Context: an optimization exercise on an open-source flow, tuned for a short achievable clock period and few clock cycles. The choices shown serve that exercise and are no tape-out recipe. Where RTL was checked, it was by simulation tests only, not by an equivalence proof against the original. For runs 1, 2 and 4 to 6, only the layout was checked, not whether the RTL still works. Power is estimated from default activity; no workload was simulated.

==> flow/design.v <==
module bird (
        input  logic        clk,
        input  logic        rst,
        input  logic [15:0] data_in,
        input  logic        hold,
        output logic        hold_ack,
        output logic [15:0] data_out,
        output logic [11:0] address,
        output logic        memwt
        );
localparam int LOGN = 6;                  
localparam int NB   = 1 << (LOGN - 1);    
localparam int TW   = 12 - LOGN;          
logic [11:0] addr_q;        
logic [15:0] dout_q;
logic        memwt_q;
logic        wrp_q;         
logic        pf_q;          
logic        cx_q;          
logic        dld_q;         
logic        dpc_q;         
logic [2:0]  dd_q;
logic [11:0] ipc_q, ipc1_q, ipc2_q;   
logic [15:0] ci_q;
logic        zeroflag;
logic [15:0] regbank [7:0];
logic        alu_v;
logic [2:0]  alu_d;
logic [15:0] ax, ay;
logic        acin;
logic        m_add, m_and, m_or, m_xor, m_not;
wire run = ~hold_ack;
assign address  = addr_q;
assign data_out = dout_q;
assign memwt    = memwt_q;
function automatic logic [15:0] ks_add(input logic [15:0] x, input logic [15:0] y, input logic c);
    logic [15:0] g, p, gg, pp, gn, pn;
    g = x & y;
    p = x ^ y;
    gg = g; pp = p;
    gg[0] = g[0] | (p[0] & c);
    for (int s = 1; s < 16; s = s * 2) begin
        gn = gg; pn = pp;
        for (int i = s; i < 16; i++) begin
            gn[i] = gg[i] | (pp[i] & gg[i-s]);
            pn[i] = pp[i] & pp[i-s];
        end
        gg = gn; pp = pn;
    end
    ks_add = p ^ {gg[14:0], c};
endfunction
wire [15:0] sum    = ks_add(ax, ay, acin);
wire [15:0] lres   = ({16{m_and}} & (ax & ay)) | ({16{m_or}} & (ax | ay)) |
                     ({16{m_xor}} & (ax ^ ay)) | {15'b0, m_not & ~|ay};
wire [15:0] result = ({16{m_add}} & sum) | lres;
wire        z_add  = &(~((ax ^ ay) ^ {(ax[14:0] | ay[14:0]), acin}));
wire        zfast  = m_add ? z_add :
                     m_and ? ~|(ax & ay) :
                     m_or  ? ~|(ax | ay) :
                     m_xor ? (ax == ay) :
                     m_not ? |ay : 1'b1;
logic              ev [NB], ov [NB];
logic [TW-1:0]     et [NB], ot [NB];
logic [15:0]       ed [NB], od [NB];
logic [11:0]       eaddr_q, oaddr_q;
wire [LOGN-2:0] ei = eaddr_q[LOGN-1:1];
wire [LOGN-2:0] oi = oaddr_q[LOGN-1:1];
wire        e_hit = ev[ei] && et[ei] == eaddr_q[11:LOGN];
wire        o_hit = ov[oi] && ot[oi] == oaddr_q[11:LOGN];
wire        odd1  = ipc1_q[0];
wire [15:0] w1 = odd1 ? od[oi] : ed[ei];
wire [15:0] w2 = odd1 ? ed[ei] : od[oi];
wire        h1 = odd1 ? o_hit : e_hit;
wire        h2 = odd1 ? e_hit : o_hit;
wire        ex = pf_q | cx_q;
wire [15:0] iw = pf_q ? data_in : ci_q;
wire [3:0]  op = iw[15:12];
wire [2:0]  fd = iw[2:0], fb = iw[5:3], fa = iw[8:6], ff = iw[11:9];
wire ldfw = ~pf_q & dld_q;    
function automatic logic [15:0] rv(input logic [2:0] x);
    if (ldfw && dd_q == x) rv = data_in;
    else                   rv = regbank[x];
endfunction
wire [15:0] va  = rv(fa);
wire [15:0] vb  = rv(fb);
wire [15:0] vsp = rv(3'd7);
wire [11:0] sp_inc = vsp[11:0] + 12'd1;
wire is_ldi  = op == 4'h1;
wire is_ld   = op == 4'h2;
wire is_st   = op == 4'h3;
wire is_jz   = op == 4'h4;
wire is_jmp  = op == 4'h5;
wire is_alu  = op == 4'h7;
wire is_push = op == 4'h8;
wire is_pop  = op == 4'h9;
wire is_call = op == 4'hA;
wire is_ret  = op == 4'hB;
wire is_peek = op == 4'hC;
wire is_jsp  = op == 4'hD;
wire is_stack = is_push | is_pop | is_call | is_ret | is_peek | is_jsp;
wire uses_a  = (is_alu & (ff != 3'h7)) | is_st | is_push;
wire uses_b  = is_alu | is_ld | is_st;
wire hz   = alu_v & ((uses_a & (fa == alu_d)) | (uses_b & (fb == alu_d)) |
                     (is_stack & (alu_d == 3'd7)));
wire exok = ex & ~hz;
wire zero_now = alu_v ? zfast : zeroflag;
wire taken    = is_jmp | (is_jz & zero_now);
wire [11:0] ipc3 = ipc2_q + 12'd1;
wire [11:0] ipc4 = ipc2_q + 12'd2;
wire [11:0] tgt0 = ipc1_q + iw[11:0];
wire [11:0] tgt1 = ipc2_q + iw[11:0];
wire [11:0] tgt2 = ipc3   + iw[11:0];
wire [11:0] din1 = data_in[11:0] + 12'd1;
wire [11:0] din2 = data_in[11:0] + 12'd2;
logic        pf_n, cx_n, dld_n, dpc_n, wr_n;
logic [11:0] daddr_n;
logic [15:0] dout_n;
logic [11:0] p0, p1, p2;
logic        sp_wr;
logic [15:0] sp_n;
always_comb begin
    pf_n = 1'b1; cx_n = 1'b0; dld_n = 1'b0; dpc_n = 1'b0; wr_n = 1'b0;
    daddr_n = vsp[11:0]; dout_n = va;
    sp_wr = 1'b0; sp_n = vsp;
    if (exok) begin
        if (is_ldi)       begin p0 = ipc2_q; p1 = ipc3;   p2 = ipc4;   end
        else if (is_call | taken)
                          begin p0 = tgt0;   p1 = tgt1;   p2 = tgt2;   end
        else              begin p0 = ipc1_q; p1 = ipc2_q; p2 = ipc3;   end
    end else if (~hz & dpc_q) begin
                                p0 = data_in[11:0]; p1 = din1; p2 = din2;
    end else              begin p0 = ipc_q;  p1 = ipc1_q; p2 = ipc2_q; end
    if (exok) begin
        case (op)
            4'h1: begin  
                pf_n = 1'b0; dld_n = 1'b1; daddr_n = ipc1_q; cx_n = h2;
            end
            4'h2: begin  
                pf_n = 1'b0; dld_n = 1'b1; daddr_n = vb[11:0]; cx_n = h1;
            end
            4'h3: begin  
                pf_n = 1'b0; wr_n = 1'b1; daddr_n = vb[11:0]; cx_n = h1;
            end
            4'h8: begin  
                pf_n = 1'b0; wr_n = 1'b1; cx_n = h1;
                sp_wr = 1'b1; sp_n = vsp - 16'd1;
            end
            4'h9: begin  
                pf_n = 1'b0; dld_n = 1'b1; daddr_n = sp_inc; cx_n = h1;
                sp_wr = 1'b1; sp_n = vsp + 16'd1;
            end
            4'hA: begin  
                pf_n = 1'b0; wr_n = 1'b1; dout_n = {4'b0, ipc1_q};
                sp_wr = 1'b1; sp_n = vsp - 16'd1;
            end
            4'hB: begin  
                pf_n = 1'b0; dpc_n = 1'b1; daddr_n = sp_inc;
                sp_wr = 1'b1; sp_n = vsp + 16'd1;
            end
            4'hC: begin  
                pf_n = 1'b0; dld_n = 1'b1; cx_n = h1;
            end
            4'hD: begin  
                pf_n = 1'b0; dpc_n = 1'b1;
            end
            default: ;   
        endcase
    end
end
wire [11:0] addr_n = pf_n ? p0 : daddr_n;
logic [15:0] ax_n, ay_n;
logic        acin_n, madd_n, mand_n, mor_n, mxor_n, mnot_n;
always_comb begin
    ax_n = va; ay_n = vb; acin_n = 1'b0;
    madd_n = 1'b0; mand_n = 1'b0; mor_n = 1'b0; mxor_n = 1'b0; mnot_n = 1'b0;
    case (ff)
        3'h0: madd_n = 1'b1;
        3'h1: begin madd_n = 1'b1; ay_n = ~vb; acin_n = 1'b1; end
        3'h2: mand_n = 1'b1;
        3'h3: mor_n = 1'b1;
        3'h4: mxor_n = 1'b1;
        3'h7: case (fa)
            3'h0: mnot_n = 1'b1;
            3'h1: begin madd_n = 1'b1; ax_n = 16'h0000; end
            3'h2: begin madd_n = 1'b1; ax_n = 16'h0000; acin_n = 1'b1; end
            3'h3: begin madd_n = 1'b1; ax_n = 16'hFFFF; end
            default: ;
            endcase
        default: ;
    endcase
end
always_ff @(posedge clk)
    if (rst) begin
        addr_q   <= 12'd0;
        memwt_q  <= 1'b0;
        wrp_q    <= 1'b0;
        pf_q     <= 1'b1;
        cx_q     <= 1'b0;
        dld_q    <= 1'b0;
        dpc_q    <= 1'b0;
        ipc_q    <= 12'd0;
        ipc1_q   <= 12'd1;
        ipc2_q   <= 12'd2;
        eaddr_q  <= 12'd2;
        oaddr_q  <= 12'd1;
        zeroflag <= 1'b0;
        alu_v    <= 1'b0;
        hold_ack <= 1'b0;
    end else begin
        hold_ack <= hold;
        if (run) begin
            addr_q  <= addr_n;
            wrp_q   <= wr_n;
            memwt_q <= wr_n & ~hold;
            pf_q    <= pf_n;
            cx_q    <= cx_n;
            dld_q   <= dld_n;
            dpc_q   <= dpc_n;
            ipc_q   <= p0;
            ipc1_q  <= p1;
            ipc2_q  <= p2;
            eaddr_q <= p0[0] ? p1 : p2;
            oaddr_q <= p0[0] ? p2 : p1;
            alu_v   <= exok & is_alu;
            if (alu_v)
                zeroflag <= zfast;
        end else
            memwt_q <= wrp_q & ~hold;
    end
always_ff @(posedge clk)
    if (!rst && run) begin
        dout_q <= dout_n;
        ci_q   <= is_ldi ? w2 : w1;
        dd_q   <= fd;
        alu_d  <= fd;
        ax     <= ax_n;
        ay     <= ay_n;
        acin   <= acin_n;
        m_add  <= madd_n;
        m_and  <= mand_n;
        m_or   <= mor_n;
        m_xor  <= mxor_n;
        m_not  <= mnot_n;
    end
always_ff @(posedge clk)
    if (!rst && run) begin
        if (ldfw)
            regbank[dd_q] <= data_in;
        if (alu_v)
            regbank[alu_d] <= result;
        if (exok && sp_wr)
            regbank[7] <= sp_n;
    end
always_ff @(posedge clk)
    if (rst) begin
        for (int i = 0; i < NB; i++) begin
            ev[i] <= 1'b0;
            ov[i] <= 1'b0;
        end
    end else if (run) begin
        if (pf_q) begin
            if (addr_q[0]) begin
                ov[addr_q[LOGN-1:1]] <= 1'b1;
                ot[addr_q[LOGN-1:1]] <= addr_q[11:LOGN];
                od[addr_q[LOGN-1:1]] <= data_in;
            end else begin
                ev[addr_q[LOGN-1:1]] <= 1'b1;
                et[addr_q[LOGN-1:1]] <= addr_q[11:LOGN];
                ed[addr_q[LOGN-1:1]] <= data_in;
            end
        end
        if (memwt_q) begin
            if (addr_q[0]) begin
                if (ot[addr_q[LOGN-1:1]] == addr_q[11:LOGN]) ov[addr_q[LOGN-1:1]] <= 1'b0;
            end else begin
                if (et[addr_q[LOGN-1:1]] == addr_q[11:LOGN]) ev[addr_q[LOGN-1:1]] <= 1'b0;
            end
        end
    end
endmodule
==> flow/run.sh <==
#!/bin/bash
# synth_recipe.tcl (not shown) runs the flow's synth.tcl, then flattens the netlist and writes it again
# the make line also repeats each setting of config.mk as NAME=value (left out here)
make -C /OpenROAD-flow-scripts/flow DESIGN_CONFIG=/design/flow/config.mk WORK_HOME=/design/flow/orfs CLKGATE_MAP_FILE= SYNTH_SCRIPT=/design/flow/synth_recipe.tcl finish
==> flow/config.mk <==
export PLATFORM = sky130hd
export DESIGN_NAME = bird
export DESIGN_NICKNAME = bird
export VERILOG_FILES = /design/flow/design.v
export SDC_FILE = /design/flow/constraint.sdc
export NUM_CORES = 4
export LEC_CHECK = 0
export ABC_CLOCK_PERIOD_IN_PS = 2500
export CAP_MARGIN = 20
export CORE_MARGIN = 2
export CORE_UTILIZATION = 40
export SETUP_SLACK_MARGIN = 3.3
export SLEW_MARGIN = 20
==> flow/constraint.sdc <==
create_clock -name core_clock -period 6.0 [get_ports {clk}]
set_input_delay 1.2000 -clock core_clock [delete_from_list [all_inputs] [get_ports {clk}]]
set_output_delay 1.2000 -clock core_clock [all_outputs]
set_load 0.01 [all_outputs]
==> flow_summary.json, run 1 <==
{
  "yosysWarnings": 1,
  "cts_tree": "built",
  "grt_pass1_wl_um": 400000,
  "cp.depth": 13,
  "crit_family": "multiplexers",
  "cts.clk_slew.worst_paths_ns": 0.06,
  "synth_top_cell_area_share": 0.626,
  "synth.ff_latch_count": 1767,
  "drv_cap": 0,
  "cts.sinks": 1767,
  "crit_chain": "buf_12, buf_12, mux4_2, mux4_2, mux2i_1, xor2_1, nand2_1, nor4_4, nand4_1, buf_6, and3_4, buf_12, nor2_2",
  "synth_area_um2": 80300,
  "grt_pass1_vias": 51700,
  "vias_per_cell": 6.33,
  "initial_core_util": 0.402,
  "nNetsFinal": 5819,
  "yosys.area.top_type": "edfxtp_1",
  "post-place-cells": 7544,
  "worstSkewPairLatency_ns": 0.89,
  "synth-edff-count": 1673,
  "seqCellArea_um2": 52200,
  "crit_top_cell": "buf_12",
  "max_freq_ghz": 0.272,
  "slew_violations": 0,
  "critical_path_class": "reg2reg",
  "holdPathStages": 2,
  "finalPower_uw": 40800,
  "critPathMaxFanout": 8,
  "dr_total_vias": 54000,
  "fp.dieW_um": 452,
  "syn_to_final_growth_pct": 29.2,
  "cp-start-kind": "flip-flop",
  "slowest_stage": "mux4_2",
  "holdCritPathClass": "reg2reg",
  "outcome": "timing/DRC/antenna clean",
  "row_count": 164,
  "slew_headroom": 0.254,
  "tightestPinTransition_ns": 1.12,
  "htree_levels": 4,
  "crit_buf_inv": 4,
  "seq_area_frac_synth": 0.649,
  "final-hold-violation-count": 0,
  "multiInputGateArea_um2": 31800,
  "ff2ff_path_depth": 13,
  "grt_usage": 0.277,
  "drive_gt1_frac": 0.412,
  "irDropWorstVdd_mv": 0.356,
  "worstPathRequired_ns": 6.55,
  "synth.most_common_cell": "edfxtp_1",
  "cts_made_buffers": 183,
  "antenna_found_initial": 20,
  "synthFlopType": "edfxtp_1",
  "gr-total-overflow": 0,
  "synth.distinct_cells": 89,
  "arrival_ns": 4.23,
  "ant_nets": 0,
  "drt_iter0_markers": 8661,
  "period_share": 0.613,
  "cts_root_buffer": "clkbuf_16",
  "clock_skew_ns": 0.0600,
  "max_stage_delay_ns": 0.52,
  "io_pins": 49,
  "synth_nets": 5127,
  "async_flop_share": 0,
  "grt_start_max_net_pins": 76,
  "fillers": 15700,
  "post-route-min-period_ns": 3.68,
  "drc": 0,
  "synth.area.top_cells": "edfxtp_1 63%, mux4_2 15%, dfxtp_1 2.3%",
  "core_um2": 200000,
  "place_congestion": 0.952,
  "wirelength_um": 290000,
  "die_y_um": 452,
  "first_pass_iters": 9,
  "avgSynthCellArea_um2": 16.0,
  "synthCells": 5018,
  "routedWlPerCell_um": 34.1,
  "p_per_area_nw_per_um2": 393,
  "dp_hpwl_um": 157000,
  "cp-end-kind": "flip-flop",
  "leakage_uw": 0.0340,
  "final_cells": 8518,
  "setup_violations": 0,
  "rsz0062_at_grt": "yes",
  "synth_commonest_cells": "1,673 x edfxtp_1, 534 x mux4_2, 491 x nand2_1, 315 x nor2_1, 215 x clkbuf_1",
  "finalSetupTns_ns": 0,
  "cts_buffer_depth": 3,
  "dieArea_um2": 204000,
  "port_buffers": 48
}
## per-stage QoR
step                      instance area (µm²)  setup slack [ns]   util  hold WS [ns]
after global placement                  85400             0.926  0.428         0.442
after floorplan                         82400              1.81      -         0.424
after CTS                              101000              2.46  0.507         0.444
after global routing                   104000              2.26  0.519         0.467
final                                  104000              2.32  0.519         0.449
after detailed placement                85600             0.925  0.429         0.449
## path summary, 6_finish.rpt
check / start / endpoint / slack, ns
worst min-delay path: eaddr_q[5] / flip-flop / 0.45
worst max register to register: flip-flop / ev[25] / 2.32
worst min register to register: eaddr_q[5] / flip-flop / 0.45
worst max-delay path: flip-flop / ev[25] / 2.32
## sequential cells by signal, indices dropped and copies added (netlist names), 12 cells and up, named ones only
name	count
ed	512
od	512
et	192
ot	192
regbank	128
ev	32
ov	32
ax	16
ay	16
ci_q	16
dout_q	16
addr_q	12
ipc_q	12
## power by group
| part | total, µW | internal [µW] | switching [µW] |
|---|---|---|---|
| Combinational | 14500 | 6620 | 7910 |
| Clock | 11600 | 6610 | 5030 |
| Sequential | 14600 | 14100 | 481 |
## layout make-up
class	count	area share
clock inverter	97	0.0117
inverter	87	0.00374
tap	2656	0.0321
multi-input combinational	2867	0.307
sequential	1767	0.504
antenna	7	0.000169
clock buffer	233	0.0467
timing repair buffer	804	0.0950
## tightest hold or removal path: stages, from the launching register on
cell	delay, ns
dfxtp_1	0.30
nand2_1	0.04
o21ai_1	0.06
## routing by layer
layer / up-vias / wire, µm / global-route usage
met5: - / 92 / 0
met4: 8 / 15500 / 0.120
met3: 746 / 36100 / 0.0769
met2: 3703 / 128000 / 0.413
met1: 28000 / 110000 / 0.382
li1: 21500 / - / -
## placed cells by master (no fill, tap or decap), drive strengths merged, types with 39 or more instances in the layout
cell type and count:
o21ai 140, clkbuf 242, xor2 39, dfxtp 94, and3 47, xnor2 103, mux2 40, clkinv 69
nor2 356, mux4 534, a31oi 56, ha 84, nor2b 46, edfxtp 1673, mux2i 160, a211oi 41
nor3 48, nand3 119, inv 90, buf 770, a21oi 124, nand2 491
## what timing repair did
item / CTS / global route
resized for setup: 928 / 312
setup buffers: 437 / 92
gates cloned: 94 / 14
setup endpoints to repair: 1909 / 1123
hold buffers: 0 / 0
pin swaps: 282 / 125
## kinds of logic (layout without fill, tap and decap cells)
group | count (synthesis) | after routing | synth area share
adder cells (fa/ha/maj) | 90 | 90 | 0.0146
AND/OR/NAND/NOR | 1202 | 1248 | 0.0671
other | 0 | 7 | 0
multiplexers | 734 | 734 | 0.175
buffers and inverters | 433 | 1221 | 0.0227
XOR/XNOR | 141 | 142 | 0.0154
AO/OA/AOI/OAI | 651 | 653 | 0.0553
flip-flops | 1767 | 1767 | 0.649
==> inputs of run 2 (changes only) <==
--- a/flow/design.v
+++ b/flow/design.v
@@ -70,8 +70,8 @@
 wire        odd1  = ipc1_q[0];
 wire [15:0] w1 = odd1 ? od[oi] : ed[ei];
 wire [15:0] w2 = odd1 ? ed[ei] : od[oi];
-wire        h1 = odd1 ? o_hit : e_hit;
-wire        h2 = odd1 ? e_hit : o_hit;
+wire        h1 = 1'b0;
+wire        h2 = 1'b0;
 wire        ex = pf_q | cx_q;
 wire [15:0] iw = pf_q ? data_in : ci_q;
 wire [3:0]  op = iw[15:12];
==> run 2 against run 1 <==
Effect of this change: total power down 27%; wire length shrank 36%; synthesized cell count decreased by 27%; still clean; sequential power is 25% lower; critical path depth grew 1; critical path type is now in2reg; global-route usage decreased by 3.4 points; clock power fell by 27%; combinational power fell by about 30%; synthesized area fell by 28%; via count down 31%; critical endpoint is now regbank[7][14].
==> flow_summary.json, run 2 <==
{
  "dp_hpwl_um": 104000,
  "htree_levels": 4,
  "worstSkewPairLatency_ns": 0.79,
  "drt_iter0_markers": 4680,
  "yosysWarnings": 1,
  "synth.most_common_cell": "edfxtp_1",
  "setup_violations": 0,
  "initial_core_util": 0.404,
  "post-route-min-period_ns": 3.49,
  "ctsHoldBuffers": 0,
  "whs_ns": 0.459,
  "synth_nets": 3788,
  "fillers": 11300,
  "final_cells": 6134,
  "arrival_ns": 3.99,
  "avgSynthCellArea_um2": 15.8,
  "synth.ff_latch_count": 1301,
  "routedWlPerCell_um": 30.1,
  "cp-start-kind": "primary input",
  "synth_commonest_cells": "1,225 x edfxtp_1, 380 x nand2_1, 320 x mux4_2, 184 x nor2_1, 168 x clkbuf_1",
  "synth.area.top_cells": "edfxtp_1 63%, mux4_2 12%, dfxtp_1 2.6%",
  "p_per_area_nw_per_um2": 395,
  "nNetsFinal": 4227,
  "synth_area_um2": 58100,
  "critical_path_class": "in2reg",
  "yosys.area.top_type": "edfxtp_1",
  "cts.sinks": 1301,
  "cts_root_buffer": "clkbuf_16",
  "finalSetupTns_ns": 0,
  "grt_usage": 0.243,
  "grt_pass1_vias": 35900,
  "seq_area_frac_synth": 0.660,
  "grt_start_max_net_pins": 70,
  "synth_top_cell_area_share": 0.633,
  "clock_skew_ns": 0.0534,
  "drive_gt1_frac": 0.387,
  "synth.distinct_cells": 87,
  "antenna_found_initial": 13,
  "tightestPinTransition_ns": 1.07,
  "critPathMaxFanout": 10,
  "fp.dieW_um": 385,
  "cp-end-kind": "flip-flop",
  "drv_cap": 0,
  "irDropWorstVdd_mv": 0.241,
  "rrSetupSlack_ns": 2.53,
  "drc": 0,
  "core_um2": 144000,
  "slew_headroom": 0.285,
  "async_flop_share": 0,
  "synth-edff-count": 1225,
  "grt_pass1_wl_um": 259000,
  "worstPathRequired_ns": 6.50,
  "cts_buffer_depth": 3,
  "post-place-cells": 5486,
  "ant_nets": 0,
  "port_buffers": 48,
  "dieArea_um2": 148000,
  "syn_to_final_growth_pct": 29.0,
  "die_y_um": 385,
  "max_freq_ghz": 0.287,
  "slew_violations": 0,
  "final-hold-violation-count": 0,
  "vias_per_cell": 6.06,
  "gr-total-overflow": 0,
  "holdCritPathClass": "reg2reg",
  "layout_common_cells": "1,225 x edfxtp_1, 326 x nand2_1, 320 x mux4_2",
  "final_core_util": 0.521,
  "cts_made_buffers": 137,
  "io_pins": 49,
  "first_pass_iters": 6,
  "final_common_cell": "edfxtp_1",
  "period_share": 0.581,
  "wirelength_um": 184000,
  "leakage_uw": 0.0249,
  "outcome": "timing/DRC/antenna clean",
  "cts_tree": "built",
  "post-place-ws_ns": 1.22,
  "synthFlopType": "edfxtp_1",
  "synthCells": 3679,
  "rsz0062_at_grt": "yes",
  "row_count": 139,
  "cts.clk_slew.worst_paths_ns": 0.06,
  "place_congestion": 0.937,
  "worst_slack_ns": 2.51,
  "dr_total_vias": 37200
}
==> run 2: cell count changes after synthesis, moves of 41 or more <==
cell      before   now
buf_2         61    20
clkbuf_1     215   168
edfxtp_1    1673  1225
mux2i_1      159   108
mux4_2       534   320
nand2_1      491   380
nor2_1       315   184
==> run 2: cells by family (layout without fill, tap and decap cells) <==
kind of cell    Yosys count  after routing  synth area share
simple gates            847            849            0.0654
other cells               0              1                 0
fa+ha+maj                90             90            0.0202
buf+inv                 299            846            0.0203
mux                     492            492             0.156
compound gates          522            523            0.0595
flops                  1301           1301             0.660
xor+xnor                128            129            0.0193
==> run 2: worst paths after layout <==
kind / startpoint / end / cells past startpoint
max: data_in[12] / regbank[7][14] / 14
min: ipc_q[6] / ipc_q[6] / 2
max reg2reg: pf_q / regbank[7][14] / 15
min reg2reg: ipc_q[6] / ipc_q[6] / 2
==> run 2: repair_timing <==
action                                   CTS  global route
endpoints found under the setup margin  1416           436
gates cloned                              23            14
gates resized for setup                  605           226
pin swaps                                196           157
setup buffers                            275            84
==> run 2: layer usage <==
layer	wire, µm	vias up	share of wire	GRT usage
li1	-	15500	-	-
met1	72600	19200	0.39	0.336
met2	86600	2003	0.47	0.384
met3	16900	442	0.092	0.0436
met4	8270	8	0.045	0.0935
met5	53	-	0.00029	0
==> run 2: layout make-up <==
type,count,area (µm²),share of cell area
well taps,1903,2380,0.0318
clock buffers,170,3620,0.0483
repair buffers,522,6730,0.0899
repair inverters,3,26.3,0.000351
clock inverters,81,903,0.0121
diodes,1,2.50,0.0000334
multi-input cells,2083,22500,0.300
inverters,70,382,0.00509
flip-flops and latches,1301,38400,0.512
==> run 2: per-stage QoR <==
stage	total power [µW]	area, µm²
after floorplan	16100	59900
after global placement	18500	62100
after detailed placement	18500	62100
after CTS	28800	72700
after global routing	30600	74900
final	29600	74900
==> run 2: report_power, final <==
group / internal (µW) / total (µW) / switching [µW]
registers: 10400 / 10900 / 506
logic: 4890 / 10200 / 5300
clock network: 4860 / 8510 / 3650
total: 20100 / 29600 / 9460
==> run 2: critical path, cell delays in order <==
cell and delay [ns]:
buf_4 0.26, mux2i_2 0.22, nor2_4 0.21, inv_8 0.07, fa_2 0.37, a21o_1 0.17
a21o_1 0.18, a2111o_1 0.42, nand2_2 0.10, o2111ai_2 0.12, a31o_2 0.27, a21oi_2 0.13
xor2_1 0.16, a211oi_1 0.09
==> inputs of run 3 (changes only) <==
--- a/flow/design.v
+++ b/flow/design.v
@@ -70,9 +70,12 @@
 wire        odd1  = ipc1_q[0];
 wire [15:0] w1 = odd1 ? od[oi] : ed[ei];
 wire [15:0] w2 = odd1 ? ed[ei] : od[oi];
-wire        h1 = 1'b0;
-wire        h2 = 1'b0;
-wire        ex = pf_q | cx_q;
+wire        h1 = odd1 ? o_hit : e_hit;
+wire        h2 = odd1 ? e_hit : o_hit;
+logic        jzp_q;
+logic [11:0] tq0, tq1, tq2;
+wire        squash = jzp_q & zeroflag;
+wire        ex = (pf_q & ~squash) | cx_q;
 wire [15:0] iw = pf_q ? data_in : ci_q;
 wire [3:0]  op = iw[15:12];
 wire [2:0]  fd = iw[2:0], fb = iw[5:3], fa = iw[8:6], ff = iw[11:9];
@@ -83,8 +86,10 @@
 endfunction
 wire [15:0] va  = rv(fa);
 wire [15:0] vb  = rv(fb);
-wire [15:0] vsp = rv(3'd7);
-wire [11:0] sp_inc = vsp[11:0] + 12'd1;
+wire [15:0] vsp = regbank[7];
+wire [15:0] sp_p1 = vsp + 16'd1;
+wire [15:0] sp_m1 = vsp - 16'd1;
+wire [11:0] sp_inc = sp_p1[11:0];
 wire is_ldi  = op == 4'h1;
 wire is_ld   = op == 4'h2;
 wire is_st   = op == 4'h3;
@@ -101,10 +106,10 @@
 wire uses_a  = (is_alu & (ff != 3'h7)) | is_st | is_push;
 wire uses_b  = is_alu | is_ld | is_st;
 wire hz   = alu_v & ((uses_a & (fa == alu_d)) | (uses_b & (fb == alu_d)) |
-                     (is_stack & (alu_d == 3'd7)));
+                     (is_stack & (alu_d == 3'd7))) |
+            (ldfw & (dd_q == 3'd7) & is_stack);
 wire exok = ex & ~hz;
-wire zero_now = alu_v ? zfast : zeroflag;
-wire taken    = is_jmp | (is_jz & zero_now);
+wire taken    = is_jmp | (is_jz & ~alu_v & zeroflag);
 wire [11:0] ipc3 = ipc2_q + 12'd1;
 wire [11:0] ipc4 = ipc2_q + 12'd2;
 wire [11:0] tgt0 = ipc1_q + iw[11:0];
@@ -127,6 +132,8 @@
         else if (is_call | taken)
                           begin p0 = tgt0;   p1 = tgt1;   p2 = tgt2;   end
         else              begin p0 = ipc1_q; p1 = ipc2_q; p2 = ipc3;   end
+    end else if (squash) begin
+                                p0 = tq0; p1 = tq1; p2 = tq2;
     end else if (~hz & dpc_q) begin
                                 p0 = data_in[11:0]; p1 = din1; p2 = din2;
     end else              begin p0 = ipc_q;  p1 = ipc1_q; p2 = ipc2_q; end
@@ -143,19 +150,19 @@
             end
             4'h8: begin  
                 pf_n = 1'b0; wr_n = 1'b1; cx_n = h1;
-                sp_wr = 1'b1; sp_n = vsp - 16'd1;
+                sp_wr = 1'b1; sp_n = sp_m1;
             end
             4'h9: begin  
                 pf_n = 1'b0; dld_n = 1'b1; daddr_n = sp_inc; cx_n = h1;
-                sp_wr = 1'b1; sp_n = vsp + 16'd1;
+                sp_wr = 1'b1; sp_n = sp_p1;
             end
             4'hA: begin  
                 pf_n = 1'b0; wr_n = 1'b1; dout_n = {4'b0, ipc1_q};
-                sp_wr = 1'b1; sp_n = vsp - 16'd1;
+                sp_wr = 1'b1; sp_n = sp_m1;
             end
             4'hB: begin  
                 pf_n = 1'b0; dpc_n = 1'b1; daddr_n = sp_inc;
-                sp_wr = 1'b1; sp_n = vsp + 16'd1;
+                sp_wr = 1'b1; sp_n = sp_p1;
             end
             4'hC: begin  
                 pf_n = 1'b0; dld_n = 1'b1; cx_n = h1;
@@ -205,6 +212,7 @@
         oaddr_q  <= 12'd1;
         zeroflag <= 1'b0;
         alu_v    <= 1'b0;
+        jzp_q    <= 1'b0;
         hold_ack <= 1'b0;
     end else begin
         hold_ack <= hold;
@@ -222,6 +230,7 @@
             eaddr_q <= p0[0] ? p1 : p2;
             oaddr_q <= p0[0] ? p2 : p1;
             alu_v   <= exok & is_alu;
+            jzp_q   <= exok & is_jz & alu_v;
             if (alu_v)
                 zeroflag <= zfast;
         end else
@@ -230,6 +239,9 @@
 always_ff @(posedge clk)
     if (!rst && run) begin
         dout_q <= dout_n;
+        tq0    <= tgt0;
+        tq1    <= tgt1;
+        tq2    <= tgt2;
         ci_q   <= is_ldi ? w2 : w1;
         dd_q   <= fd;
         alu_d  <= fd;
@@ -259,22 +271,15 @@
         end
     end else if (run) begin
         if (pf_q) begin
-            if (addr_q[0]) begin
-                ov[addr_q[LOGN-1:1]] <= 1'b1;
-                ot[addr_q[LOGN-1:1]] <= addr_q[11:LOGN];
-                od[addr_q[LOGN-1:1]] <= data_in;
+            if (ipc_q[0]) begin
+                ov[ipc_q[LOGN-1:1]] <= 1'b1;
+                ot[ipc_q[LOGN-1:1]] <= ipc_q[11:LOGN];
+                od[ipc_q[LOGN-1:1]] <= data_in;
             end else begin
-                ev[addr_q[LOGN-1:1]] <= 1'b1;
-                et[addr_q[LOGN-1:1]] <= addr_q[11:LOGN];
-                ed[addr_q[LOGN-1:1]] <= data_in;
+                ev[ipc_q[LOGN-1:1]] <= 1'b1;
+                et[ipc_q[LOGN-1:1]] <= ipc_q[11:LOGN];
+                ed[ipc_q[LOGN-1:1]] <= data_in;
             end
         end
-        if (memwt_q) begin
-            if (addr_q[0]) begin
-                if (ot[addr_q[LOGN-1:1]] == addr_q[11:LOGN]) ov[addr_q[LOGN-1:1]] <= 1'b0;
-            end else begin
-                if (et[addr_q[LOGN-1:1]] == addr_q[11:LOGN]) ev[addr_q[LOGN-1:1]] <= 1'b0;
-            end
-        end
     end
 endmodule
--- a/flow/config.mk
+++ b/flow/config.mk
@@ -8,6 +8,6 @@
 export ABC_CLOCK_PERIOD_IN_PS = 2500
 export CAP_MARGIN = 20
 export CORE_MARGIN = 2
-export CORE_UTILIZATION = 40
+export CORE_UTILIZATION = 60
 export SETUP_SLACK_MARGIN = 3.3
 export SLEW_MARGIN = 20
==> run 3 against run 2 <==
Effect of this change: sequential share of layout area rose by 3.6 points; non-clock buffer count rose by 126; core utilization rose by 23 points; total power rose by 29%; synthesized area rose by 33%; combinational power rose by 18%; highest routed layer unchanged.
==> flow_summary.json, run 3 <==
{
  "outcome": "timing/DRC/antenna clean",
  "p_seq_frac": 0.391,
  "critPathMaxFanout": 61,
  "drt_iter0_markers": 7225,
  "antenna_found_initial": 7,
  "slowest_stage": "a211oi_1",
  "synth-simple-area-share": 0.0647,
  "worstReg2RegStart": "pf_q",
  "layout_common_cells": "1,645 x edfxtp_1, 462 x nand2_1, 412 x mux4_2",
  "post-route-min-period_ns": 3.77,
  "critical_path_class": "reg2reg",
  "clkPwrFrac": 0.293,
  "ant_nets": 0,
  "worstPathRequired_ns": 6.71,
  "synth_nets": 4917,
  "synth_area_um2": 77200,
  "holdCritPathClass": "reg2reg",
  "synth.ff_latch_count": 1799,
  "leakage_uw": 0.0325,
  "arrival_ns": 4.49,
  "setup_violations": 0,
  "post-place-cells": 6383,
  "yosysWarnings": 1,
  "synth.distinct_cells": 81,
  "yosys.area.top_type": "edfxtp_1",
  "synth.area.top_cells": "edfxtp_1 64%, mux4_2 12%, dfxtp_1 4.0%",
  "drive_gt1_frac": 0.349,
  "fillers": 7506,
  "grt_start_max_net_pins": 77,
  "synthFlopType": "edfxtp_1",
  "final_common_cell": "edfxtp_1",
  "clock_skew_ns": 0.0436,
  "gr-total-overflow": 0,
  "synth_compound_area_frac": 0.0613,
  "crit_top_cell": "o21ai_0",
  "rr_endpoint": "addr_q[9]",
  "synth_commonest_cells": "1,645 x edfxtp_1, 513 x nand2_1, 412 x mux4_2, 222 x nor2_1, 211 x clkbuf_1",
  "cts_made_buffers": 179,
  "first_pass_iters": 8,
  "synth_top_family_by_area": "multiplexers",
  "place_congestion": 0.942,
  "cts.sinks": 1799,
  "nNetsFinal": 5490,
  "rsz0062_at_grt": "yes",
  "grt_pass1_vias": 47000,
  "drv_cap": 0,
  "wirelength_um": 250000,
  "synth-edff-count": 1645,
  "dp_hpwl_um": 133000,
  "p_per_area_nw_per_um2": 398,
  "vias_per_cell": 6.90,
  "synth_top_cell_area_share": 0.640,
  "slew_headroom": 0.250,
  "synth_mux_area_frac": 0.144,
  "initial_core_util": 0.605,
  "cp-start-kind": "flip-flop",
  "final_cells": 7214,
  "die_y_um": 363,
  "worst_slack_ns": 2.23,
  "dieArea_um2": 132000,
  "crit_end": "addr_q[9]",
  "cp-end-kind": "flip-flop",
  "synthCells": 4822,
  "cts.clk_slew.worst_paths_ns": 0.06,
  "cts_root_buffer": "clkbuf_16",
  "cts_tree": "built",
  "synth-adder-area-share": 0.0128,
  "dr_total_vias": 49800,
  "async_flop_share": 0,
  "irDropWorstVdd_mv": 0.352,
  "finalSetupTns_ns": 0,
  "tightestPinTransition_ns": 1.12,
  "grt_pass1_wl_um": 344000,
  "ff2ff_path_depth": 12,
  "synth.most_common_cell": "edfxtp_1",
  "core_um2": 128000,
  "htree_levels": 4,
  "cts_buffer_depth": 3,
  "max_stage_delay_ns": 0.80,
  "post-place-ws_ns": 0.919,
  "max_freq_ghz": 0.265,
  "grt_usage": 0.372,
  "comb_power_share": 0.316,
  "synth-xor-area-share": 0.0170,
  "port_buffers": 48,
  "intPower_uw": 26200,
  "period_share": 0.629,
  "p_sw_uw": 12000,
  "routedWlPerCell_um": 34.6,
  "avgSynthCellArea_um2": 16.0,
  "io_pins": 49,
  "final-hold-violation-count": 0,
  "seq_area_frac_synth": 0.680,
  "syn_to_final_growth_pct": 24.1,
  "critical_path.startpoint": "pf_q",
  "row_count": 131,
  "rrSetupSlack_ns": 2.23,
  "slew_violations": 0,
  "worstSkewPairLatency_ns": 0.82,
  "fp.dieW_um": 363,
  "drc": 0,
  "crit_chain": "buf_12, mux2i_4, buf_8, nand2_1, and3_1, a311oi_1, a31oi_1, o21ai_0, a222oi_1, a211oi_1, nor3_1, o21ai_0",
  "netSwitchingFraction": 0.314
}
[run 3: timing repair]
item / 4_1_cts / 5_1_grt
gates cloned: 65 / 21
buffers inserted: 281 / 126
setup endpoints to repair: 1826 / 690
hold buffers: 0 / 0
pin swaps: 166 / 144
gates resized for setup: 495 / 364
[run 3: per-layer routing]
layer  up-vias  wire [µm]  track usage
li1      20300          -            -
met1     25400      90700        0.517
met2      3433     114000        0.565
met3       696      30600       0.0895
met4         4      14600        0.168
met5         -         26            0
[run 3: worst max-delay path: cells and delay by family (launching register included)]
family / cells / cell delay [ns]
mux: 1 / 0.32
buf+inv: 2 / 0.54
flops: 1 / 0.44
simple gates: 3 / 0.43
compound gates: 6 / 1.95
[run 3: per-stage QoR]
step	util	power, µW	hold WS, ns	instance area, µm²
final	0.750	38100	0.448	95800
after global routing	0.750	39200	0.459	95800
after CTS	0.725	36800	0.451	92600
after detailed placement	0.634	24000	0.437	80900
after global placement	0.634	23900	0.431	80900
after floorplan	-	21200	0.413	79100
[run 3: cell families after synthesis]
group           after synthesis
compound gates              697
simple gates               1117
fa+ha+maj                    76
flops                      1799
mux                         585
buf+inv                     398
xor+xnor                    150
[run 3: worst min-delay path by stage]
| stage | startpoint | to | depth (start not counted) |
|---|---|---|---|
| 3_3_place_gp | ev[2] | ev[2] | 1 |
| 5_1_grt | ev[3] | ev[3] | 1 |
| 6_report | ev[3] | ev[3] | 1 |
| 3_5_place_dp | ev[22] | ev[22] | 1 |
| 4_1_cts | ev[22] | ev[22] | 1 |
| 2_1_floorplan | wrp_q | wrp_q | 2 |
[run 3: area by class of cell]
cell class | instances | area [µm²] | area share
clock buffer | 220 | 4730 | 0.0493
inverter | 87 | 424 | 0.00443
timing repair buffer | 648 | 7440 | 0.0777
timing repair inverter | 4 | 50.0 | 0.000522
multi-input combinational | 2676 | 27400 | 0.286
antenna | 3 | 7.51 | 0.0000783
tap | 1662 | 2080 | 0.0217
sequential | 1799 | 52600 | 0.548
clock inverter | 115 | 1120 | 0.0117
[run 3: power by group through the flow]
stage                     Clock [µW]  Combinational [µW]  Sequential, µW
after floorplan                    0                6320           14900
after global placement             0                8580           15400
after detailed placement           0                8620           15300
after CTS                      11200               10700           14900
after global routing           11700               12500           14900
final                          11200               12000           14900
Testbench counts of run 3, summed over its fixed seeds: cycles 1,476,305.
==> inputs of run 4 (changes only) <==
--- a/flow/design.v
+++ b/flow/design.v
@@ -76,7 +76,7 @@
 logic [11:0] tq0, tq1, tq2;
 wire        squash = jzp_q & zeroflag;
 wire        ex = (pf_q & ~squash) | cx_q;
-wire [15:0] iw = pf_q ? data_in : ci_q;
+wire [15:0] iw = cx_q ? ci_q : data_in;
 wire [3:0]  op = iw[15:12];
 wire [2:0]  fd = iw[2:0], fb = iw[5:3], fa = iw[8:6], ff = iw[11:9];
 wire ldfw = ~pf_q & dld_q;    
@@ -117,10 +117,21 @@
 wire [11:0] tgt2 = ipc3   + iw[11:0];
 wire [11:0] din1 = data_in[11:0] + 12'd1;
 wire [11:0] din2 = data_in[11:0] + 12'd2;
+localparam int RD = 8;
+logic        ras_v  [RD];
+logic [11:0] ras_wa [RD], ras_rs [RD], ras_rv [RD];
+logic        ras_vi [RD];    
+logic        callw_q;        
+always_comb
+    for (int i = 0; i < RD; i++)
+        ras_vi[i] = ras_v[i] & ~(memwt_q & (addr_q == ras_wa[i]) & ~(i == 0 && callw_q));
+wire        ras_hit = ras_vi[0] & (ras_rs[0] == vsp[11:0]);
+wire [11:0] rv1 = ras_rv[0] + 12'd1;
+wire [11:0] rv2 = ras_rv[0] + 12'd2;
 logic        pf_n, cx_n, dld_n, dpc_n, wr_n;
 logic [11:0] daddr_n;
 logic [15:0] dout_n;
-logic [11:0] p0, p1, p2;
+logic [11:0] p0, p1, p2, pe, po;   
 logic        sp_wr;
 logic [15:0] sp_n;
 always_comb begin
@@ -128,15 +139,23 @@
     daddr_n = vsp[11:0]; dout_n = va;
     sp_wr = 1'b0; sp_n = vsp;
     if (exok) begin
-        if (is_ldi)       begin p0 = ipc2_q; p1 = ipc3;   p2 = ipc4;   end
+        if (is_ldi)       begin p0 = ipc2_q; p1 = ipc3;   p2 = ipc4;
+                                pe = ipc2_q[0] ? ipc3 : ipc4;   po = ipc2_q[0] ? ipc4 : ipc3;   end
+        else if (is_ret)  begin p0 = ras_rv[0]; p1 = rv1; p2 = rv2;
+                                pe = ras_rv[0][0] ? rv1 : rv2;  po = ras_rv[0][0] ? rv2 : rv1;  end
         else if (is_call | taken)
-                          begin p0 = tgt0;   p1 = tgt1;   p2 = tgt2;   end
-        else              begin p0 = ipc1_q; p1 = ipc2_q; p2 = ipc3;   end
+                          begin p0 = tgt0;   p1 = tgt1;   p2 = tgt2;
+                                pe = tgt0[0] ? tgt1 : tgt2;     po = tgt0[0] ? tgt2 : tgt1;     end
+        else              begin p0 = ipc1_q; p1 = ipc2_q; p2 = ipc3;
+                                pe = ipc1_q[0] ? ipc2_q : ipc3; po = ipc1_q[0] ? ipc3 : ipc2_q; end
     end else if (squash) begin
                                 p0 = tq0; p1 = tq1; p2 = tq2;
+                                pe = tq0[0] ? tq1 : tq2;        po = tq0[0] ? tq2 : tq1;
     end else if (~hz & dpc_q) begin
                                 p0 = data_in[11:0]; p1 = din1; p2 = din2;
-    end else              begin p0 = ipc_q;  p1 = ipc1_q; p2 = ipc2_q; end
+                                pe = data_in[0] ? din1 : din2;  po = data_in[0] ? din2 : din1;
+    end else              begin p0 = ipc_q;  p1 = ipc1_q; p2 = ipc2_q;
+                                pe = eaddr_q;                   po = oaddr_q;                   end
     if (exok) begin
         case (op)
             4'h1: begin  
@@ -161,7 +180,7 @@
                 sp_wr = 1'b1; sp_n = sp_m1;
             end
             4'hB: begin  
-                pf_n = 1'b0; dpc_n = 1'b1; daddr_n = sp_inc;
+                pf_n = ras_hit; dpc_n = ~ras_hit; daddr_n = sp_inc;
                 sp_wr = 1'b1; sp_n = sp_p1;
             end
             4'hC: begin  
@@ -227,8 +246,8 @@
             ipc_q   <= p0;
             ipc1_q  <= p1;
             ipc2_q  <= p2;
-            eaddr_q <= p0[0] ? p1 : p2;
-            oaddr_q <= p0[0] ? p2 : p1;
+            eaddr_q <= pe;
+            oaddr_q <= po;
             alu_v   <= exok & is_alu;
             jzp_q   <= exok & is_jz & alu_v;
             if (alu_v)
@@ -265,6 +284,37 @@
     end
 always_ff @(posedge clk)
     if (rst) begin
+        for (int i = 0; i < RD; i++)
+            ras_v[i] <= 1'b0;
+        callw_q <= 1'b0;
+    end else if (run) begin
+        callw_q <= exok & is_call;
+        if (exok && is_call) begin
+            ras_v[0]  <= 1'b1;
+            ras_wa[0] <= vsp[11:0];
+            ras_rs[0] <= sp_m1[11:0];
+            ras_rv[0] <= ipc1_q;
+            for (int i = 1; i < RD; i++) begin
+                ras_v[i]  <= ras_vi[i-1];
+                ras_wa[i] <= ras_wa[i-1];
+                ras_rs[i] <= ras_rs[i-1];
+                ras_rv[i] <= ras_rv[i-1];
+            end
+        end else if (exok && is_ret) begin
+            for (int i = 0; i < RD - 1; i++) begin
+                ras_v[i]  <= ras_vi[i+1];
+                ras_wa[i] <= ras_wa[i+1];
+                ras_rs[i] <= ras_rs[i+1];
+                ras_rv[i] <= ras_rv[i+1];
+            end
+            ras_v[RD-1] <= 1'b0;
+        end else begin
+            for (int i = 0; i < RD; i++)
+                ras_v[i] <= ras_vi[i];
+        end
+    end
+always_ff @(posedge clk)
+    if (rst) begin
         for (int i = 0; i < NB; i++) begin
             ev[i] <= 1'b0;
             ov[i] <= 1'b0;
--- a/flow/config.mk
+++ b/flow/config.mk
@@ -8,6 +8,6 @@
 export ABC_CLOCK_PERIOD_IN_PS = 2500
 export CAP_MARGIN = 20
 export CORE_MARGIN = 2
-export CORE_UTILIZATION = 60
+export CORE_UTILIZATION = 40
 export SETUP_SLACK_MARGIN = 3.3
 export SLEW_MARGIN = 20
==> run 4 against run 3 <==
Effect of this change: still clean; cell count is 48% higher; clock power is 17% higher; sequential share of layout area is 6.0 points lower; via count is 34% higher; hold slack better by 0.0024 ns; clock-buffer cell count is 54 higher; largest power group is now combinational cells.
==> flow_summary.json, run 4 <==
{
  "yosysWarnings": 6,
  "nNetsFinal": 7573,
  "synth.area.top_cells": "edfxtp_1 62%, mux4_2 10%, nand2_1 4.9%",
  "wirelength_um": 346000,
  "cts_made_buffers": 211,
  "cp-end-kind": "flip-flop",
  "antenna_found_initial": 17,
  "grt_pass1_vias": 63400,
  "p_per_area_nw_per_um2": 470,
  "layout_common_cells": "1,933 x edfxtp_1, 712 x nand2_1, 465 x buf_4",
  "synth-adder-area-share": 0.0122,
  "leakage_uw": 0.0440,
  "rr_endpoint": "ipc2_q[10]",
  "clock_skew_ns": 0.0776,
  "setup_violations": 0,
  "synthCells": 6483,
  "cts_root_buffer": "clkbuf_16",
  "critical_path_class": "reg2reg",
  "gr-total-overflow": 0,
  "period_share": 0.583,
  "finalInstanceArea_um2": 126000,
  "max_freq_ghz": 0.286,
  "synth_mux_area_frac": 0.129,
  "synth_compound_area_frac": 0.0628,
  "fp.dieW_um": 487,
  "hold_start": "ov[25]",
  "slew_headroom": 0.161,
  "dieArea_um2": 237000,
  "first_pass_iters": 8,
  "finalSetupTns_ns": 0,
  "synth_top_family_by_area": "multiplexers",
  "synth_area_um2": 93200,
  "cts.clk_slew.worst_paths_ns": 0.07,
  "dp_hpwl_um": 177000,
  "cts_tree": "built",
  "seqCellArea_um2": 61400,
  "rsz0062_at_grt": "yes",
  "slew_violations": 0,
  "cp-start-kind": "flip-flop",
  "grt_pass1_wl_um": 470000,
  "synth-xor-area-share": 0.0278,
  "holdPathEnd": "ov[25]",
  "dr_total_vias": 66700,
  "ff2ff_path_depth": 14,
  "worstReg2RegStart": "ipc2_q[0]",
  "outcome": "timing/DRC/antenna clean",
  "fillers": 17800,
  "holdCritPathClass": "reg2reg",
  "die_y_um": 487,
  "place_congestion": 0.964,
  "synth_nets": 6590,
  "rrSetupSlack_ns": 2.50,
  "avgSynthCellArea_um2": 14.4,
  "ant_nets": 0,
  "core_um2": 232000,
  "routedWlPerCell_um": 32.3,
  "tightestPinTransition_ns": 1.26,
  "synth.distinct_cells": 90,
  "grt_start_max_net_pins": 75,
  "row_count": 177,
  "synth_commonest_cells": "1,933 x edfxtp_1, 1,214 x nand2_1, 428 x mux4_2, 296 x clkbuf_1, 293 x nor2_1",
  "yosys.area.top_type": "edfxtp_1",
  "worstPathRequired_ns": 6.73,
  "io_pins": 49,
  "final-hold-violation-count": 0,
  "port_buffers": 48,
  "cts_buffer_depth": 3,
  "initial_core_util": 0.402,
  "seq_area_frac_synth": 0.658,
  "drc": 0,
  "synth.most_common_cell": "edfxtp_1",
  "place_area_um2": 98100,
  "final_common_cell": "edfxtp_1",
  "post-route-min-period_ns": 3.50,
  "critPathMaxFanout": 4,
  "irDropWorstVdd_mv": 0.325,
  "drv_cap": 0,
  "grt_usage": 0.276,
  "synthFlopType": "edfxtp_1",
  "drive_gt1_frac": 0.409,
  "synth.ff_latch_count": 2096,
  "synth-edff-count": 1933,
  "cts.sinks": 2096,
  "syn_to_final_growth_pct": 34.9,
  "async_flop_share": 0,
  "ctsHoldBuffers": 0,
  "multiInputGateArea_um2": 37300,
  "htree_levels": 4,
  "worstSkewPairLatency_ns": 0.89,
  "finalPower_uw": 59100,
  "synth-simple-area-share": 0.0890,
  "arrival_ns": 4.23,
  "synth_top_cell_area_share": 0.623,
  "drt_iter0_markers": 9245,
  "vias_per_cell": 6.24,
  "holdPathStages": 1
}
## run 4: cell types whose count changed after synthesis, sizes merged, moves of 21 or more
cell	before	now
o21ai	154	227
nor4	17	46
clkbuf	211	296
mux2i	111	176
nor3	47	88
a21oi	108	146
o211ai	20	51
buf	100	121
nor2	223	293
nand2	513	1214
xor2	62	137
xnor2	88	159
edfxtp	1645	1933
## run 4: cell families (layout without fill, tap and decap cells)
group	Yosys count	in the layout
other	0	3
adders and majority gates	88	88
buffers and inverters	506	1625
and+or+nand+nor	1958	2000
AOI/OAI and AO/OA	883	883
muxes	656	656
DFF	2096	2096
xor gates and xnor gates	296	296
## run 4: timing repair
action                                  in CTS  in global routing
gates cloned                               197                 30
endpoints found under the setup margin    2377               1519
pin swaps                                  585                399
buffers inserted                           555                157
endpoints found under the hold margin        0                  0
gates resized for setup                   1659                792
## run 4: final cells by class
cell class	count	share of cell area
clock buffer	274	0.0450
timing repair inverter	4	0.000398
inverter	89	0.00365
clock inverter	117	0.00874
timing repair buffer	1141	0.127
tap	3043	0.0303
multi-input combinational	3923	0.296
antenna	3	0.0000597
sequential	2096	0.488
## run 4: per-stage QoR
step	std cells	setup WS (ns)	util	hold slack [ns]
finish	10700	2.50	0.542	0.450
global route	10700	2.47	0.542	0.466
CTS	10500	2.59	0.520	0.453
detailed placement	9357	0.948	0.423	0.433
global placement	9356	0.944	0.423	0.427
floorplan	6483	-0.700	-	0.417
## run 4: how the worst max path moves through the flow
stage / startpoint / to / depth (start not counted)
6_report: ipc2_q[0] / ipc2_q[10] / 14
2_1_floorplan: data_in[3] / ras_rs[0][0] / 9
5_1_grt: flip-flop / cx_q / 9
4_1_cts: flip-flop / cx_q / 9
3_3_place_gp: data_in[0] / eaddr_q[10] / 15
3_5_place_dp: data_in[0] / eaddr_q[10] / 15
## run 4: worst max-delay path, cell delays in order (launching register included)
cell       delay (ns)
dfxtp_4          0.42
ha_4             0.16
nand3_4          0.07
buf_8            0.15
nor2_4           0.14
xnor2_2          0.16
inv_2            0.14
ha_4             0.19
or3_1            0.31
or3_4            0.41
a2111oi_4        0.36
nor3b_4          0.09
o211ai_1         0.30
o211ai_1         0.16
a311oi_1         0.35
## run 4: power by group
part           switching, µW  internal (µW)  leakage (µW)
Clock                   5900           7210       0.00329
Combinational          14600          12300        0.0218
Sequential              1470          17600        0.0189
## run 4: per-layer routing
layer	up-vias	track usage	part of all wire
met1	34200	0.371	0.38
met2	4478	0.427	0.45
met5	-	0	0.00025
met3	1123	0.0705	0.12
met4	14	0.116	0.058
li1	26900	-	-
==> inputs of run 5 (changes only) <==
--- a/flow/design.v
+++ b/flow/design.v
@@ -8,7 +8,7 @@
         output logic [11:0] address,
         output logic        memwt
         );
-localparam int LOGN = 6;                  
+localparam int LOGN = 7;                  
 localparam int NB   = 1 << (LOGN - 1);    
 localparam int TW   = 12 - LOGN;          
 logic [11:0] addr_q;        
==> run 5 against run 4 <==
Effect of this change: core utilization shrank 2.7 points; non-clock buffer count grew 96; sequential share of layout area grew 5.8 points; highest routed layer unchanged; synthesized area grew 55%; still clean on timing, DRC and antenna; sequential power grew 42%; combinational power shrank 62%.
==> flow_summary.json, run 5 <==
{
  "synthFlopType": "edfxtp_1",
  "ctsHoldBuffers": 0,
  "final_core_util": 0.515,
  "async_flop_share": 0,
  "tightestPinTransition_ns": 1.13,
  "antenna_found_initial": 32,
  "cts_buffer_depth": 4,
  "routedWlPerCell_um": 33.8,
  "synth.most_common_cell": "edfxtp_1",
  "place_area_um2": 153000,
  "syn_to_final_growth_pct": 28.1,
  "crit_buf_inv": 11,
  "dieArea_um2": 366000,
  "synth.distinct_cells": 94,
  "grt_pass1_wl_um": 683000,
  "crit_family": "buffers and inverters",
  "max_stage_delay_ns": 0.48,
  "synth-edff-count": 3213,
  "slew_violations": 0,
  "port_buffers": 48,
  "hold_start": "ov[42]",
  "drc": 0,
  "leakage_uw": 0.0635,
  "slowest_stage": "dfxtp_4",
  "grt_usage": 0.264,
  "holdPathStages": 1,
  "htree_levels": 5,
  "layout_common_cells": "3,213 x edfxtp_1, 834 x mux4_2, 637 x nand2_1",
  "grt_pass1_vias": 88200,
  "rr_endpoint": "regbank[7][15]",
  "synth_top_cell_area_share": 0.668,
  "cp-end-kind": "flip-flop",
  "yosysWarnings": 6,
  "rrSetupSlack_ns": 2.51,
  "p_per_area_nw_per_um2": 323,
  "crit_chain": "buf_6, buf_12, buf_6, mux2_4, o211ai_1, o221a_4, o211ai_4, buf_6, buf_6, buf_6, nor2_4, nand2_8, buf_4, buf_6, buf_6, buf_8, o21ai_4, buf_8",
  "place_congestion": 0.932,
  "worstSkewPairLatency_ns": 0.98,
  "worstReg2RegStart": "cx_q",
  "finalInstanceArea_um2": 185000,
  "crit_top_cell": "buf_6",
  "ant_nets": 0,
  "final_common_cell": "edfxtp_1",
  "clock_skew_ns": 0.0845,
  "core_um2": 359000,
  "initial_core_util": 0.402,
  "holdPathEnd": "ov[42]",
  "critical_path_class": "reg2reg",
  "row_count": 220,
  "rsz0062_at_grt": "yes",
  "first_pass_iters": 9,
  "vias_per_cell": 6.13,
  "synth.area.top_cells": "edfxtp_1 67%, mux4_2 13%, nand2_1 3.2%",
  "final-hold-violation-count": 0,
  "irDropWorstVdd_mv": 0.235,
  "drive_gt1_frac": 0.399,
  "period_share": 0.581,
  "holdCritPathClass": "reg2reg",
  "cts_made_buffers": 361,
  "dr_total_vias": 90700,
  "dp_hpwl_um": 271000,
  "finalSetupTns_ns": 0,
  "fp.dieW_um": 605,
  "cts_root_buffer": "clkbuf_16",
  "worstPathRequired_ns": 6.62,
  "cts.sinks": 3442,
  "cts.clk_slew.worst_paths_ns": 0.06,
  "cp-start-kind": "flip-flop",
  "finalPower_uw": 59800,
  "whs_ns": 0.450,
  "nNetsFinal": 9813,
  "slew_headroom": 0.245,
  "drt_iter0_markers": 13400,
  "post-route-min-period_ns": 3.49,
  "synth_commonest_cells": "3,213 x edfxtp_1, 1,249 x nand2_1, 834 x mux4_2, 362 x nor2_1, 297 x clkbuf_1",
  "synth_nets": 8755,
  "synth.ff_latch_count": 3442,
  "drv_cap": 0,
  "seq_area_frac_synth": 0.699,
  "critPathMaxFanout": 8,
  "synth_area_um2": 145000,
  "yosys.area.top_type": "edfxtp_1",
  "gr-total-overflow": 0,
  "die_y_um": 605,
  "arrival_ns": 4.11,
  "wirelength_um": 500000,
  "avgSynthCellArea_um2": 16.7,
  "grt_start_max_net_pins": 136,
  "synthCells": 8648,
  "outcome": "timing/DRC/antenna clean",
  "io_pins": 49,
  "setup_violations": 0,
  "ff2ff_path_depth": 18,
  "cts_tree": "built",
  "max_freq_ghz": 0.287
}
[run 5: routing by layer]
| metal | GRT usage | part of all wire | vias up |
|---|---|---|---|
| met5 | 0 | 0.000046 | - |
| met4 | 0.125 | 0.059 | 4 |
| met3 | 0.0470 | 0.10 | 1319 |
| met2 | 0.416 | 0.46 | 5717 |
| li1 | - | - | 36200 |
| met1 | 0.355 | 0.38 | 47500 |
[run 5: kinds of logic after synthesis]
group,Yosys count,share of synthesized area
AND/OR/NAND/NOR,2047,0.0601
flip-flops,3442,0.699
multiplexers,1085,0.148
XOR/XNOR,306,0.0185
adder cells (fa/ha/maj),88,0.00788
AO/OA/AOI/OAI,1023,0.0468
buffers and inverters,657,0.0195
[run 5: metrics by stage]
stage	worst slack, ns	std cells
CTS	2.63	14600
finish	2.51	14800
floorplan	-0.736	8648
detailed placement	0.977	13300
global route	2.46	14800
global placement	1.02	13300
[run 5: cell type report]
class	instances	area, µm²
Antenna cell	16	40.0
Clock buffer	465	9720
Clock inverter	195	2020
Fill cell	28400	174000
Inverter	105	507
Multi-Input combinational cell	4558	48000
Sequential cell	3442	101000
Tap cell	4773	5970
Timing Repair Buffer	1237	17600
Timing Repair inverter	1	8.76
[run 5: report_power, final]
part           switching [µW]  total (µW)  internal, µW
logic                    5670       10300          4590
clock network            9660       22500         12800
registers                 456       27100         26600
total                   15800       59800         44000
[run 5: repair_timing]
item                       4_1_cts  5_1_grt
cloned                         181       22
setup endpoints to repair     3666     2984
setup buffers                  486      144
gates resized for setup       1644      924
pin swaps                      480      407
[run 5: how the worst max path moves through the flow]
stage	cells past startpoint	startpoint	slack, ns	to
global placement	11	data_in[7]	1.02	dout_q[11]
floorplan	10	data_in[14]	-0.74	ras_rs[0][0]
detailed placement	10	data_in[3]	0.98	ras_wa[6][6]
global route	16	cx_q	2.46	ipc_q[11]
finish	18	cx_q	2.51	regbank[7][15]
CTS	8	flip-flop	2.63	ci_q[11]
==> inputs of run 6 (changes only) <==
--- a/flow/design.v
+++ b/flow/design.v
@@ -8,7 +8,7 @@
         output logic [11:0] address,
         output logic        memwt
         );
-localparam int LOGN = 7;                  
+localparam int LOGN = 6;                  
 localparam int NB   = 1 << (LOGN - 1);    
 localparam int TW   = 12 - LOGN;          
 logic [11:0] addr_q;        
@@ -114,7 +114,8 @@
 wire [11:0] ipc4 = ipc2_q + 12'd2;
 wire [11:0] tgt0 = ipc1_q + iw[11:0];
 wire [11:0] tgt1 = ipc2_q + iw[11:0];
-wire [11:0] tgt2 = ipc3   + iw[11:0];
+wire [12:0] tgt2w = {ipc2_q, 1'b1} + {iw[11:0], 1'b1};
+wire [11:0] tgt2 = tgt2w[12:1];
 wire [11:0] din1 = data_in[11:0] + 12'd1;
 wire [11:0] din2 = data_in[11:0] + 12'd2;
 localparam int RD = 8;
==> run 6 against run 5 <==
Effect of this change: setup slack got worse by 0.0041 ns; synthesized area fell by 36%; die area fell by 35%; combinational power fell by 38%; synthesized cell count fell by 25%; highest routed layer unchanged; critical path depth rose by 2; largest cell class unchanged; still clean on timing, DRC and antenna; sequential power fell by 38%; flip-flop and latch count fell by 1346; largest power group unchanged; wire length fell by 35%.
==> flow_summary.json, run 6 <==
{
  "outcome": "timing/DRC/antenna clean",
  "max_stage_delay_ns": 0.43,
  "synth_commonest_cells": "1,933 x edfxtp_1, 1,215 x nand2_1, 440 x mux4_2, 317 x clkbuf_1, 298 x nor2_1",
  "leakage_uw": 0.0412,
  "critPathMaxFanout": 7,
  "post-place-cells": 9377,
  "cts.clk_slew.worst_paths_ns": 0.06,
  "worstPathRequired_ns": 6.77,
  "clock_skew_ns": 0.101,
  "cts_buffer_depth": 3,
  "vias_per_cell": 6.14,
  "arrival_ns": 4.26,
  "post-route-min-period_ns": 3.49,
  "cts_tree": "built",
  "cts_made_buffers": 214,
  "final_common_cell": "edfxtp_1",
  "synth.area.top_cells": "edfxtp_1 62%, mux4_2 11%, nand2_1 4.9%",
  "antenna_found_initial": 13,
  "period_share": 0.582,
  "grt_pass1_wl_um": 452000,
  "grt_busiest_layer": "met2",
  "crit_chain": "buf_6, buf_16, mux2i_4, buf_4, buf_6, buf_6, buf_6, buf_6, buf_6, buf_6, buf_12, buf_6, buf_4, mux2i_1, mux2i_1, mux2_2, mux2i_4, o211ai_1, o21ai_1, o221ai_2",
  "synth_area_um2": 93200,
  "slew_violations": 0,
  "synth-edff-count": 1933,
  "initial_core_util": 0.401,
  "worstSkewPairLatency_ns": 0.93,
  "fp.dieW_um": 487,
  "worstReg2RegStart": "cx_q",
  "grt_use_met2": 0.414,
  "ff2ff_path_depth": 20,
  "crit_family": "buffers and inverters",
  "htree_levels": 4,
  "grt_pass1_vias": 61100,
  "grt_usage": 0.265,
  "dieArea_um2": 237000,
  "synth-xor-area-share": 0.0288,
  "max_freq_ghz": 0.286,
  "holdPathEnd": "callw_q",
  "synth.most_common_cell": "edfxtp_1",
  "dr_total_vias": 64100,
  "drive_gt1_frac": 0.370,
  "setup_violations": 0,
  "synth-adder-area-share": 0.0103,
  "tightestPinTransition_ns": 1.16,
  "synth_top_family_by_area": "multiplexers",
  "rsz0062_at_grt": "yes",
  "synth.ff_latch_count": 2096,
  "syn_to_final_growth_pct": 29.8,
  "place_congestion": 0.934,
  "rr_endpoint": "addr_q[4]",
  "nNetsFinal": 7296,
  "critical_path_class": "reg2reg",
  "avgSynthCellArea_um2": 14.3,
  "synthFlopType": "edfxtp_1",
  "yosysWarnings": 6,
  "drc": 0,
  "use_met1": 0.362,
  "hold_start": "callw_q",
  "gr-total-overflow": 0,
  "synth.distinct_cells": 85,
  "first_pass_iters": 6,
  "synth-simple-area-share": 0.0881,
  "synthCells": 6496,
  "grt_util_met3": 0.0515,
  "whs_ns": 0.453,
  "ant_nets": 0,
  "holdCritPathClass": "reg2reg",
  "ctsHoldBuffers": 0,
  "finalPower_uw": 36800,
  "routedWlPerCell_um": 31.4,
  "layout_common_cells": "1,933 x edfxtp_1, 779 x nand2_1, 440 x mux4_2",
  "io_pins": 49,
  "port_buffers": 48,
  "synth_compound_area_frac": 0.0587,
  "cts_root_buffer": "clkbuf_16",
  "crit_top_cell": "buf_6",
  "yosys.area.top_type": "edfxtp_1",
  "final-hold-violation-count": 0,
  "irDropWorstVdd_mv": 0.270,
  "holdPathStages": 1,
  "die_y_um": 487,
  "final_cells": 10400,
  "core_um2": 232000,
  "cts.sinks": 2096,
  "synth_top_cell_area_share": 0.623,
  "rrSetupSlack_ns": 2.51,
  "p_per_area_nw_per_um2": 305,
  "cp-end-kind": "flip-flop",
  "seq_area_frac_synth": 0.658,
  "drv_cap": 0,
  "dp_hpwl_um": 172000,
  "cp-start-kind": "flip-flop",
  "async_flop_share": 0,
  "slew_headroom": 0.222,
  "slowest_stage": "dfxtp_4",
  "synth_nets": 6589,
  "crit_buf_inv": 12,
  "synth_mux_area_frac": 0.131,
  "grt_start_max_net_pins": 75,
  "drt_iter0_markers": 8876,
  "wirelength_um": 327000,
  "row_count": 177
}
## run 6: cell types whose count changed in the layout (fill, tap and decap cells not counted), moves of 83 or more
| cell | previous run | this run |
|---|---|---|
| nand2_1 | 637 | 779 |
| nand2_2 | 358 | 223 |
| a21o_1 | 157 | 38 |
| edfxtp_1 | 3213 | 1933 |
| buf_6 | 263 | 149 |
| mux4_2 | 834 | 440 |
| clkbuf_16 | 388 | 242 |
| buf_16 | 200 | 117 |
## run 6: cells by family (layout without fill, tap and decap cells)
| group | after synthesis | in the layout |
|---|---|---|
| xor gates and xnor gates | 306 | 306 |
| adders and majority gates | 74 | 74 |
| buffers and inverters | 589 | 1470 |
| other | 0 | 2 |
| DFF | 2096 | 2096 |
| and+or+nand+nor | 1941 | 1955 |
| AOI/OAI and AO/OA | 824 | 824 |
| muxes | 666 | 666 |
## run 6: routing by layer
metal  vias to the layer above  wire [µm]  share of wire
met1                     32900     125000           0.38
met2                      4021     151000           0.46
met3                       890      33300           0.10
met4                        12      17600          0.054
met5                         -         77        0.00024
li1                      26200          -              -
## run 6: worst reg2reg max path, stage by stage (launching register included)
cell and delay [ns]:
dfxtp_4 0.43, buf_6 0.14, buf_16 0.11, mux2i_4 0.31, buf_4 0.18, buf_6 0.10
buf_6 0.10, buf_6 0.08, buf_6 0.09, buf_6 0.10, buf_6 0.10, buf_12 0.13
buf_6 0.15, buf_4 0.12, mux2i_1 0.16, mux2i_1 0.09, mux2_2 0.30, mux2i_4 0.22
o211ai_1 0.14, o21ai_1 0.14, o221ai_2 0.14
## run 6: power breakdown
group / internal [µW] / total (µW) / leakage, µW / switching (µW)
logic: 2890 / 6400 / 0.0189 / 3510
clock network: 7730 / 13700 / 0.00351 / 5990
registers: 16300 / 16700 / 0.0188 / 420
## run 6: how the worst max path moves through the flow
stage                 from  cells past startpoint       endpoint
2_1_floorplan  data_in[14]                      9   ras_rs[0][0]
3_3_place_gp   data_in[12]                      9   ras_rs[6][8]
3_5_place_dp   data_in[12]                      9  ras_rs[5][11]
4_1_cts               cx_q                     14   ras_rs[2][6]
5_1_grt               cx_q                     20      addr_q[4]
6_report              cx_q                     20      addr_q[4]
## run 6: repair_timing
| item | 4_1_cts | 5_1_grt |
|---|---|---|
| resized for setup | 1346 | 631 |
| setup endpoints to repair | 2339 | 1320 |
| pin swaps | 610 | 264 |
| cloned | 126 | 30 |
| setup buffers | 384 | 113 |
## run 6: cell type report
type / count / area, µm²
fillers: 18500 / 111000
flip-flops and latches: 2096 / 61400
multi-input cells: 3825 / 35400
repair buffers: 922 / 12500
clock buffers: 269 / 5700
well taps: 3043 / 3810
clock inverters: 135 / 1520
inverters: 141 / 576
repair inverters: 3 / 26.3
diodes: 2 / 5.00
## run 6: stage by stage
| stage | setup WS, ns | TNS [ns] | utilization | cell area [µm²] |
|---|---|---|---|---|
| floorplan | -0.967 | -243.71 | - | 93600 |
| global placement | 1.09 | 0 | 0.423 | 98200 |
| detailed placement | 1.05 | 0 | 0.423 | 98300 |
| CTS | 2.58 | 0 | 0.503 | 117000 |
| global route | 2.46 | 0 | 0.521 | 121000 |
| finish | 2.51 | 0 | 0.521 | 121000 |

[what the ideal ports hide]
The results above use ideal ports. As a check the final layouts listed here were re-extracted and re-timed, cells and wires unchanged. Step 1: set_driving_cell puts a clkbuf_16 on clk and a buf_2 on each other input, an assumption about the parent block. Step 2 moves the port delays by t, midway between the first and last clock arrival at a register: inputs arrive t later, outputs are due t later. That takes back most of the time a late clock gives input paths. Three values: no drivers, after step 1, after step 2; two values: the first two.
run | shift t [ns] | setup slack, ns | worst data-port slew with drivers (ns) | cell pins on the clock port's net
run 1 | 0.951 | 2.321 / 2.321 / 1.561 | 0.10 | 1
run 2 | 0.844 | 2.511 / 2.410 / 1.566 | 0.18 | 1
run 3 | 0.877 | 2.226 / 2.193 / 1.316 | 0.28 | 1
run 4 | 0.934 | 2.501 / 2.501 / 1.676 | 0.24 | 1
run 5 | 1.059 | 2.513 / 2.397 / 1.337 | 0.34 | 1
run 6 | 0.969 | 2.509 / 2.478 / 1.510 | 0.19 | 1
After both steps setup and hold are still met in every run listed. For run 5, which loses most, drivers alone change the setup slack by -0.116 ns; drivers and shift together by -1.176 ns.
